Background: an optimization exercise with open tools, aiming at small area and a short achievable clock period. Do not read the settings as production practice. At most, simulation tests tie the RTL to the original design; equivalence was not proved. Power and IR drop assume default switching activity.

Design RF_ALU, start of the top module:
module RF_ALU (input clk,
               input RegSet,
               input RegWrite,
               input [3:0] ALU_control,
               input [31:0] instr,
               input [31:0] Writedata,
               output reg [31:0] rd1,
               output reg [31:0] rd2,
               output [31:0] ALU_result,
               output Zero);
Size: ~4600 cells after synthesis, about 1200 flip-flops, ~170 I/O pins, ~0.048 mm^2 of cells after synthesis.
==> flow/config.mk <==
export PLATFORM = sky130hd
export DESIGN_NAME = RF_ALU
export DESIGN_NICKNAME = RF_ALU
export VERILOG_FILES = /design/flow/design.v
export SDC_FILE = /design/flow/constraint.sdc
export NUM_CORES = 8
export LEC_CHECK = 0
export CAP_MARGIN = 20
export CORE_MARGIN = 2
export CORE_UTILIZATION = 40
export SETUP_SLACK_MARGIN = 5
export SLEW_MARGIN = 20
export SYNTH_HIERARCHICAL = 1
==> flow/constraint.sdc <==
create_clock -name core_clock -period 9.0 [get_ports {clk}]
set_input_delay 1.8000 -clock core_clock [delete_from_list [all_inputs] [get_ports {clk}]]
set_output_delay 1.8000 -clock core_clock [all_outputs]
set_load 0.01 [all_outputs]
run.sh (not shown) runs the stock make flow with config.mk's settings and CLKGATE_MAP_FILE= SYNTH_SCRIPT=/design/flow/synth_recipe.tcl, a recipe that flattens the netlist after the stock synthesis.
==> next run, changes <==
--- a/flow/design.v
+++ b/flow/design.v
@@ -1,20 +1,20 @@
 module RF_ALU (input clk,
                input RegSet,
                input RegWrite,
                input [3:0] ALU_control,
                input [31:0] instr,
                input [31:0] Writedata,
                output reg [31:0] rd1,
                output reg [31:0] rd2,
                output [31:0] ALU_result,
-               output Zero);
+               output reg Zero);
 wire [4:0] rs1 = instr[19:15];
 wire [4:0] rs2 = instr[24:20];
 wire [4:0] rd  = instr[11:7];
 reg        pend_v;
 reg        pend_alu;
 reg [4:0]  pend_rd;
 reg [31:0] pend_wd;
 reg [31:0] regs [1:31];
 wire [31:0] wdata = pend_alu ? ALU_result : pend_wd;
 wire [31:0] stale;         
@@ -538,21 +538,20 @@
 g_inv i_n_alu_g_7 (.a(alu_g[7]), .y(n_alu_g_7));
 g_oai21 p4g23 (.a1(l4t_23), .a2(n_alu_g_7), .b1(l4g_23), .y(l5g_23));
 g_oai21 p4g24 (.a1(l4t_24), .a2(l4g_8), .b1(l4g_24), .y(l5g_24));
 g_oai21 p4g25 (.a1(l4t_25), .a2(l4g_9), .b1(l4g_25), .y(l5g_25));
 g_oai21 p4g26 (.a1(l4t_26), .a2(l4g_10), .b1(l4g_26), .y(l5g_26));
 g_oai21 p4g27 (.a1(l4t_27), .a2(l4g_11), .b1(l4g_27), .y(l5g_27));
 g_oai21 p4g28 (.a1(l4t_28), .a2(l4g_12), .b1(l4g_28), .y(l5g_28));
 g_oai21 p4g29 (.a1(l4t_29), .a2(l4g_13), .b1(l4g_29), .y(l5g_29));
 g_oai21 p4g30 (.a1(l4t_30), .a2(l4g_14), .b1(l4g_30), .y(l5g_30));
 g_oai21 p4g31 (.a1(l4t_31), .a2(l4g_15), .b1(l4g_31), .y(l5g_31));
-assign Zero = (rd1 == rd2);
 assign ALU_result[0] = alu_p[0];
 g_xnor2 s1 (.a(alu_p[1]), .b(alu_g[0]), .y(ALU_result[1]));
 g_xor2 s2 (.a(alu_p[2]), .b(alu_g[1]), .y(ALU_result[2]));
 g_xnor2 s3 (.a(alu_p[3]), .b(alu_g[2]), .y(ALU_result[3]));
 g_xnor2 s4 (.a(alu_p[4]), .b(alu_g[3]), .y(ALU_result[4]));
 g_xor2 s5 (.a(alu_p[5]), .b(alu_g[4]), .y(ALU_result[5]));
 g_xor2 s6 (.a(alu_p[6]), .b(alu_g[5]), .y(ALU_result[6]));
 g_xor2 s7 (.a(alu_p[7]), .b(alu_g[6]), .y(ALU_result[7]));
 g_xor2 s8 (.a(alu_p[8]), .b(alu_g[7]), .y(ALU_result[8]));
 g_xnor2 s9 (.a(alu_p[9]), .b(l4g_8), .y(ALU_result[9]));
@@ -574,20 +573,21 @@
 g_xor2 s25 (.a(alu_p[25]), .b(l5g_24), .y(ALU_result[25]));
 g_xor2 s26 (.a(alu_p[26]), .b(l5g_25), .y(ALU_result[26]));
 g_xor2 s27 (.a(alu_p[27]), .b(l5g_26), .y(ALU_result[27]));
 g_xor2 s28 (.a(alu_p[28]), .b(l5g_27), .y(ALU_result[28]));
 g_xor2 s29 (.a(alu_p[29]), .b(l5g_28), .y(ALU_result[29]));
 g_xor2 s30 (.a(alu_p[30]), .b(l5g_29), .y(ALU_result[30]));
 g_xor2 s31 (.a(alu_p[31]), .b(l5g_30), .y(ALU_result[31]));
 always @(posedge clk) begin
     rd1 <= a;
     rd2 <= b;
+    Zero <= (a == b);
     alu_p <= op_arith ? (a ^ b) : op_and ? (a & b) : op_or ? (a | b) : ALU_result;
     alu_g[0] <= g0n[0];
     alu_g[1] <= l1g_1;
     alu_g[2] <= l2g_2;
     alu_g[3] <= l2g_3;
     alu_g[4] <= l3g_4;
     alu_g[5] <= l3g_5;
     alu_g[6] <= l3g_6;
     alu_g[7] <= l3g_7;
     alu_g[8] <= l3g_8;
Result:
- power goes up by about 6%
- wire length goes up by 2.7%
- via count is higher by 1.6%
- sequential cell count came out higher by 1
- count of clock-buffer cells in the layout grows by 20
- worst hold slack hardly moves
- setup slack degrades by 180 ps
- utilization increases by 1.9 points
- first-iteration DRC count increases by about 1.7%
The RTL of the second run of this note was laid out without a check of its function.

---

== red ==
RF_ALU, a different RTL version from the one above (not shown whole).
Size: roughly 4,600 cells after synthesis, about 170 I/O pins, ~49,000 µm² of cells after synthesis.
==> module rf_dec, before the edit <==
module rf_dec (input [4:0] rs, input [31:0] stale, input pv, input [4:0] prd,
               output [31:0] sel);
wire [4:0] rn;
wire [3:0] lo_n;
wire [7:0] hi_n;
wire [4:0] x;
wire e0, e1;
genvar j;
generate
    for (j = 0; j < 5; j = j + 1) begin : iv
        g_inv i (.a(rs[j]), .y(rn[j]));
        g_xnor2 c (.a(rs[j]), .b(prd[j]), .y(x[j]));
    end
    for (j = 0; j < 4; j = j + 1) begin : lo
        g_nand2 n (.a(j & 1 ? rs[0] : rn[0]), .b(j & 2 ? rs[1] : rn[1]), .y(lo_n[j]));
    end
    for (j = 0; j < 8; j = j + 1) begin : hi
        g_nand3 n (.a(j & 1 ? rs[2] : rn[2]), .b(j & 2 ? rs[3] : rn[3]),
                   .c(j & 4 ? rs[4] : rn[4]), .y(hi_n[j]));
    end
    for (j = 1; j < 32; j = j + 1) begin : s
        g_nor3 n (.a(lo_n[j % 4]), .b(hi_n[j / 4]), .c(stale[j]), .y(sel[j]));
    end
endgenerate
g_nand3 c0 (.a(x[0]), .b(x[1]), .c(x[2]), .y(e0));
g_nand3 c1 (.a(x[3]), .b(x[4]), .c(pv), .y(e1));
g_nor2 c2 (.a(e0), .b(e1), .y(sel[0]));
endmodule
clock: 9.0 ns
lec_check: 0
cap_margin: 20
core_margin: 2
core_utilization: 40
cts_cluster_diameter: 80
cts_cluster_size: 24
setup_slack_margin: 5
slew_margin: 20
synth_hierarchical: 1
red has completed all stages; timing, DRC and antenna checks passed.
Inputs modified between red and blue:
--- a/flow/design.v
+++ b/flow/design.v
@@ -663,36 +663,39 @@
     pend_wd  <= Writedata;
 end
 endmodule
 module rf_dec (input [4:0] rs, input [31:0] stale, input pv, input [4:0] prd,
                output [31:0] sel);
-wire [4:0] rn;
 wire [3:0] lo_n;
 wire [7:0] hi_n;
 wire [4:0] x;
 wire e0, e1;
 genvar j;
 generate
     for (j = 0; j < 5; j = j + 1) begin : iv
-        g_inv i (.a(rs[j]), .y(rn[j]));
         g_xnor2 c (.a(rs[j]), .b(prd[j]), .y(x[j]));
     end
     for (j = 0; j < 4; j = j + 1) begin : lo
-        g_nand2 n (.a(j & 1 ? rs[0] : rn[0]), .b(j & 2 ? rs[1] : rn[1]), .y(lo_n[j]));
+        g_ndec2 #(.V(j)) n (.x(rs[1:0]), .y(lo_n[j]));
     end
     for (j = 0; j < 8; j = j + 1) begin : hi
-        g_nand3 n (.a(j & 1 ? rs[2] : rn[2]), .b(j & 2 ? rs[3] : rn[3]),
-                   .c(j & 4 ? rs[4] : rn[4]), .y(hi_n[j]));
+        g_ndec3 #(.V(j)) n (.x(rs[4:2]), .y(hi_n[j]));
     end
     for (j = 1; j < 32; j = j + 1) begin : s
         g_nor3 n (.a(lo_n[j % 4]), .b(hi_n[j / 4]), .c(stale[j]), .y(sel[j]));
     end
 endgenerate
 g_nand3 c0 (.a(x[0]), .b(x[1]), .c(x[2]), .y(e0));
 g_nand3 c1 (.a(x[3]), .b(x[4]), .c(pv), .y(e1));
 g_nor2 c2 (.a(e0), .b(e1), .y(sel[0]));
 endmodule
+module g_ndec2 #(parameter V = 0) (input [1:0] x, output y);
+assign y = ~(x == V);
+endmodule
+module g_ndec3 #(parameter V = 0) (input [2:0] x, output y);
+assign y = ~(x == V);
+endmodule
 module rf_mux32 (input [31:0] sel, input [31:0] d, output q);
 wire [3:0] u;
 wire [1:0] v;
 genvar j;
 generate
Results
- Comparing red with blue, the power dissipated in the clock network came out essentially unchanged.
- Initial standard-cell utilization of the core of blue is on par with red.
- The synthesized cell count was comparable across red and blue.
- Net count of the mapped netlist: blue vs red, no meaningful difference
- Summary of blue over red: final non-filler cell total went up about 0.37%; post-route worst setup slack went down 7.1 ps; wire length reported by the detailed router went down 0.95%.
- red → blue: sum of overflow across all layers after global routing was more or less identical; total track usage went down by 0.36 points; number of buffers added for setup after CTS went up by 40; clock latency on the worst-skew pair was more or less identical.
For blue, only the layout was checked, not whether the RTL still works.

---

v6:
Starting RTL as in the previous note.
// RF_ALU
module RF_ALU (input clk,
               input RegSet,
               input RegWrite,
               input [3:0] ALU_control,
               input [31:0] instr,
               input [31:0] Writedata,
               output reg [31:0] rd1,
               output reg [31:0] rd2,
               output [31:0] ALU_result,
               output Zero);
wire [4:0] rs1 = instr[19:15];
wire [4:0] rs2 = instr[24:20];
wire [4:0] rd  = instr[11:7];
reg        pend_v;
reg        pend_alu;
reg [4:0]  pend_rd;
reg [31:0] pend_wd;
reg [31:0] regs [1:31];
wire [31:0] wdata = pend_alu ? ALU_result : pend_wd;
wire [31:0] stale;         
assign stale[0] = 1'b0;
wire [32*32-1:0] rows;     
assign rows[31:0] = wdata;
genvar r, k;
generate
    for (r = 1; r < 32; r = r + 1) begin : row
        wire we   = pend_v && (pend_rd == r);
        wire hold = !we;
        wire [31:0] d;
        assign stale[r] = we;
        assign rows[32*r +: 32] = regs[r];
        for (k = 0; k < 32; k = k + 1) begin : bt
            g_ao22 wc (.a1(regs[r][k]), .a2(hold), .b1(wdata[k]), .b2(we), .y(d[k]));
        end
        always @(posedge clk) regs[r] <= d;
    end
endgenerate
wire pend_nz = pend_v && (pend_rd != 5'd0);
wire [31:0] sel1, sel2;
rf_dec dec1 (.rs(rs1), .stale(stale), .pv(pend_nz), .prd(pend_rd), .sel(sel1));
rf_dec dec2 (.rs(rs2), .stale(stale), .pv(pend_nz), .prd(pend_rd), .sel(sel2));
wire [31:0] a, b;
generate
    for (k = 0; k < 32; k = k + 1) begin : rdbit
        wire [31:0] col;
        for (r = 0; r < 32; r = r + 1) begin : c
            assign col[r] = rows[32*r + k];
        end
        rf_mux32 m1 (.sel(sel1), .d(col), .q(a[k]));
        rf_mux32 m2 (.sel(sel2), .d(col), .q(b[k]));
    end
endgenerate
  ...
clock: 9.0 ns
lec_check: 0
cap_margin: 20
core_margin: 2
core_utilization: 40
cts_cluster_diameter: 80
cts_cluster_size: 24
slew_margin: 20
synth_hierarchical: 1
standard.sh (not shown) runs the stock make flow with config.mk's settings and CLKGATE_MAP_FILE= SYNTH_SCRIPT=/design/flow/synth_recipe.tcl, a recipe that flattens the netlist after the stock synthesis.
==> flow/flow/run.sh <==
#!/bin/bash
# Own layout flow: the standard flow (standard.sh, standard synthesis
# unchanged) with two changes to how the layout is made:
#  - port buffers are sky130_fd_sc_hd__buf_2 (timing repair resizes them),
#  - timing repair may change a cell's footprint in every step.
set -euo pipefail
export SETUP_SLACK_MARGIN=5
export BUFFER_PORTS_ARGS="-buffer_cell sky130_fd_sc_hd__buf_2"
sed 's|"\${@:-finish}"|MATCH_CELL_FOOTPRINT=0 "${@:-finish}"|' standard.sh > standard_own.sh
grep -q 'MATCH_CELL_FOOTPRINT=0' standard_own.sh
bash standard_own.sh > standard_flow.log 2>&1
v6: flow completed, timing, DRC and antenna clean
Here is what was changed in the inputs of v7 compared with v6.
--- a/flow/design.v
+++ b/flow/design.v
@@ -27,26 +27,32 @@
         wire we   = pend_v && (pend_rd == r);
         wire hold = !we;
         wire [31:0] d;
         assign stale[r] = we;
         assign rows[32*r +: 32] = regs[r];
         for (k = 0; k < 32; k = k + 1) begin : bt
             g_ao22 wc (.a1(regs[r][k]), .a2(hold), .b1(wdata[k]), .b2(we), .y(d[k]));
         end
         always @(posedge clk) regs[r] <= d;
     end
 endgenerate
-wire pend_nz = pend_v && (pend_rd != 5'd0);
-wire [31:0] sel1, sel2;
-rf_dec dec1 (.rs(rs1), .stale(stale), .pv(pend_nz), .prd(pend_rd), .sel(sel1));
-rf_dec dec2 (.rs(rs2), .stale(stale), .pv(pend_nz), .prd(pend_rd), .sel(sel2));
+function [31:0] selects(input [4:0] rs, input [31:0] stl, input pv, input [4:0] prd);
+    integer j;
+    begin
+        selects[0] = pv && (rs == prd) && (rs != 5'd0);
+        for (j = 1; j < 32; j = j + 1)
+            selects[j] = (rs == j) && !stl[j];
+    end
+endfunction
+wire [31:0] sel1 = selects(rs1, stale, pend_v, pend_rd);
+wire [31:0] sel2 = selects(rs2, stale, pend_v, pend_rd);
 wire [31:0] a, b;
 generate
     for (k = 0; k < 32; k = k + 1) begin : rdbit
         wire [31:0] col;
         for (r = 0; r < 32; r = r + 1) begin : c
             assign col[r] = rows[32*r + k];
         end
         rf_mux32 m1 (.sel(sel1), .d(col), .q(a[k]));
         rf_mux32 m2 (.sel(sel2), .d(col), .q(b[k]));
     end
 endgenerate
@@ -655,50 +661,22 @@
     alu_t[27] <= l1t_27;
     alu_t[28] <= l1t_28;
     alu_t[29] <= l1t_29;
     alu_t[30] <= l1t_30;
     alu_t[31] <= l1t_31;
     pend_v   <= (RegWrite || RegSet) && (rd != 5'd0);
     pend_alu <= RegWrite;
     pend_rd  <= rd;
     pend_wd  <= Writedata;
 end
 endmodule
-module rf_dec (input [4:0] rs, input [31:0] stale, input pv, input [4:0] prd,
-               output [31:0] sel);
-wire [4:0] rn;
-wire [3:0] lo_n;
-wire [7:0] hi_n;
-wire [4:0] x;
-wire e0, e1;
-genvar j;
-generate
-    for (j = 0; j < 5; j = j + 1) begin : iv
-        g_inv i (.a(rs[j]), .y(rn[j]));
-        g_xnor2 c (.a(rs[j]), .b(prd[j]), .y(x[j]));
-    end
-    for (j = 0; j < 4; j = j + 1) begin : lo
-        g_nand2 n (.a(j & 1 ? rs[0] : rn[0]), .b(j & 2 ? rs[1] : rn[1]), .y(lo_n[j]));
-    end
-    for (j = 0; j < 8; j = j + 1) begin : hi
-        g_nand3 n (.a(j & 1 ? rs[2] : rn[2]), .b(j & 2 ? rs[3] : rn[3]),
-                   .c(j & 4 ? rs[4] : rn[4]), .y(hi_n[j]));
-    end
-    for (j = 1; j < 32; j = j + 1) begin : s
-        g_nor3 n (.a(lo_n[j % 4]), .b(hi_n[j / 4]), .c(stale[j]), .y(sel[j]));
-    end
-endgenerate
-g_nand3 c0 (.a(x[0]), .b(x[1]), .c(x[2]), .y(e0));
-g_nand3 c1 (.a(x[3]), .b(x[4]), .c(pv), .y(e1));
-g_nor2 c2 (.a(e0), .b(e1), .y(sel[0]));
-endmodule
 module rf_mux32 (input [31:0] sel, input [31:0] d, output q);
 wire [3:0] u;
 wire [1:0] v;
 genvar j;
 generate
     for (j = 0; j < 4; j = j + 1) begin : l1
         rf_mux8 x (.sel(sel[8*j +: 8]), .d(d[8*j +: 8]), .y(u[j]));
     end
 endgenerate
 g_nor2 v0 (.a(u[0]), .b(u[1]), .y(v[0]));
 g_nor2 v1 (.a(u[2]), .b(u[3]), .y(v[1]));
@@ -714,25 +692,22 @@
 assign y = ~((a1 & a2) | b1);
 endmodule
 module g_oai21 (input a1, input a2, input b1, output y);
 assign y = ~((a1 | a2) & b1);
 endmodule
 module g_nand4 (input a, input b, input c, input d, output y);
 assign y = ~(a & b & c & d);
 endmodule
 module g_nand3 (input a, input b, input c, output y);
 assign y = ~(a & b & c);
 endmodule
-module g_nor3 (input a, input b, input c, output y);
-assign y = ~(a | b | c);
-endmodule
 module g_nand2 (input a, input b, output y);
 assign y = ~(a & b);
 endmodule
 module g_nor2 (input a, input b, output y);
 assign y = ~(a | b);
 endmodule
 module g_xor2 (input a, input b, output y);
 assign y = a ^ b;
 endmodule
 module g_inv (input a, output y);
 assign y = ~a;
Results
- v6 reached the end of the flow, and the finished layout is clean on the timing, design-rule and antenna checks.
- v7 finished end to end and its layout was clean on timing, DRC and antenna.
- Any difference in x dimension of the die between v7 and v6 is small enough to ignore.
- Compared with v6, v7 shows a design area that is 0.44% lower.
- Relative to v6, the internal power component of v7 is higher by about 1.4%.
- As of v7, area of the multi-input gates had fallen slightly compared to v6.
- Worst setup slack (lower): v7
- Worst setup path startpoint = instr[16]: v7; worst setup path startpoint = instr[15]: v6
- In terms of sequential cell area, v6 and v7 differ only marginally.
- Diff v6 -> v7: worst max-slew margin expressed relative to the limit climbed 3.0 points, vias per cell went down by 0.17, utilization +0.29 points.

-- separate check: timing with driven ports --
In the flow no input, the clock included, has a driving cell. The finished layouts below were timed again as built, in two steps.
Step 1: set_driving_cell puts a clkbuf_16 on clk and a buf_2 on each other input, an assumption about the parent block.
Step 2 times the ports against the registers' clock, not the clock port: input delays grow and output delays shrink by t, the midpoint of the rising clock arrivals with the driver on.
a / b / c = ideal ports / drivers / drivers and shift; a / b = the first two.
| run | t (ns) | slack for setup (ns) | worst setup path after step 2 | slew at the worst register clock pin (ns) |
|---|---|---|---|---|
| the first run of note 1 | 0.795 | 4.916 / 4.820 / 4.025 | input to register | 0.07 / 0.07 |
| the second run of note 1 | 0.839 | 4.732 / 4.763 / 3.924 | input to register | 0.07 / 0.07 |
| red | 0.784 | 4.944 / 4.872 / 4.245 | input to register | 0.11 / 0.11 |
| blue | 0.780 | 4.937 / 4.868 / 4.216 | input to register | 0.11 / 0.11 |
| v6 | 0.796 | 4.920 / 4.847 / 4.050 | input to register | 0.11 / 0.11 |
| v7 | 0.798 | 4.914 / 4.856 / 4.058 | input to register | 0.10 / 0.10 |
After both steps every run listed still meets setup and hold. For the first run of note 1, which loses most, drivers alone change the setup slack by -0.096 ns; drivers and shift together by -0.891 ns.
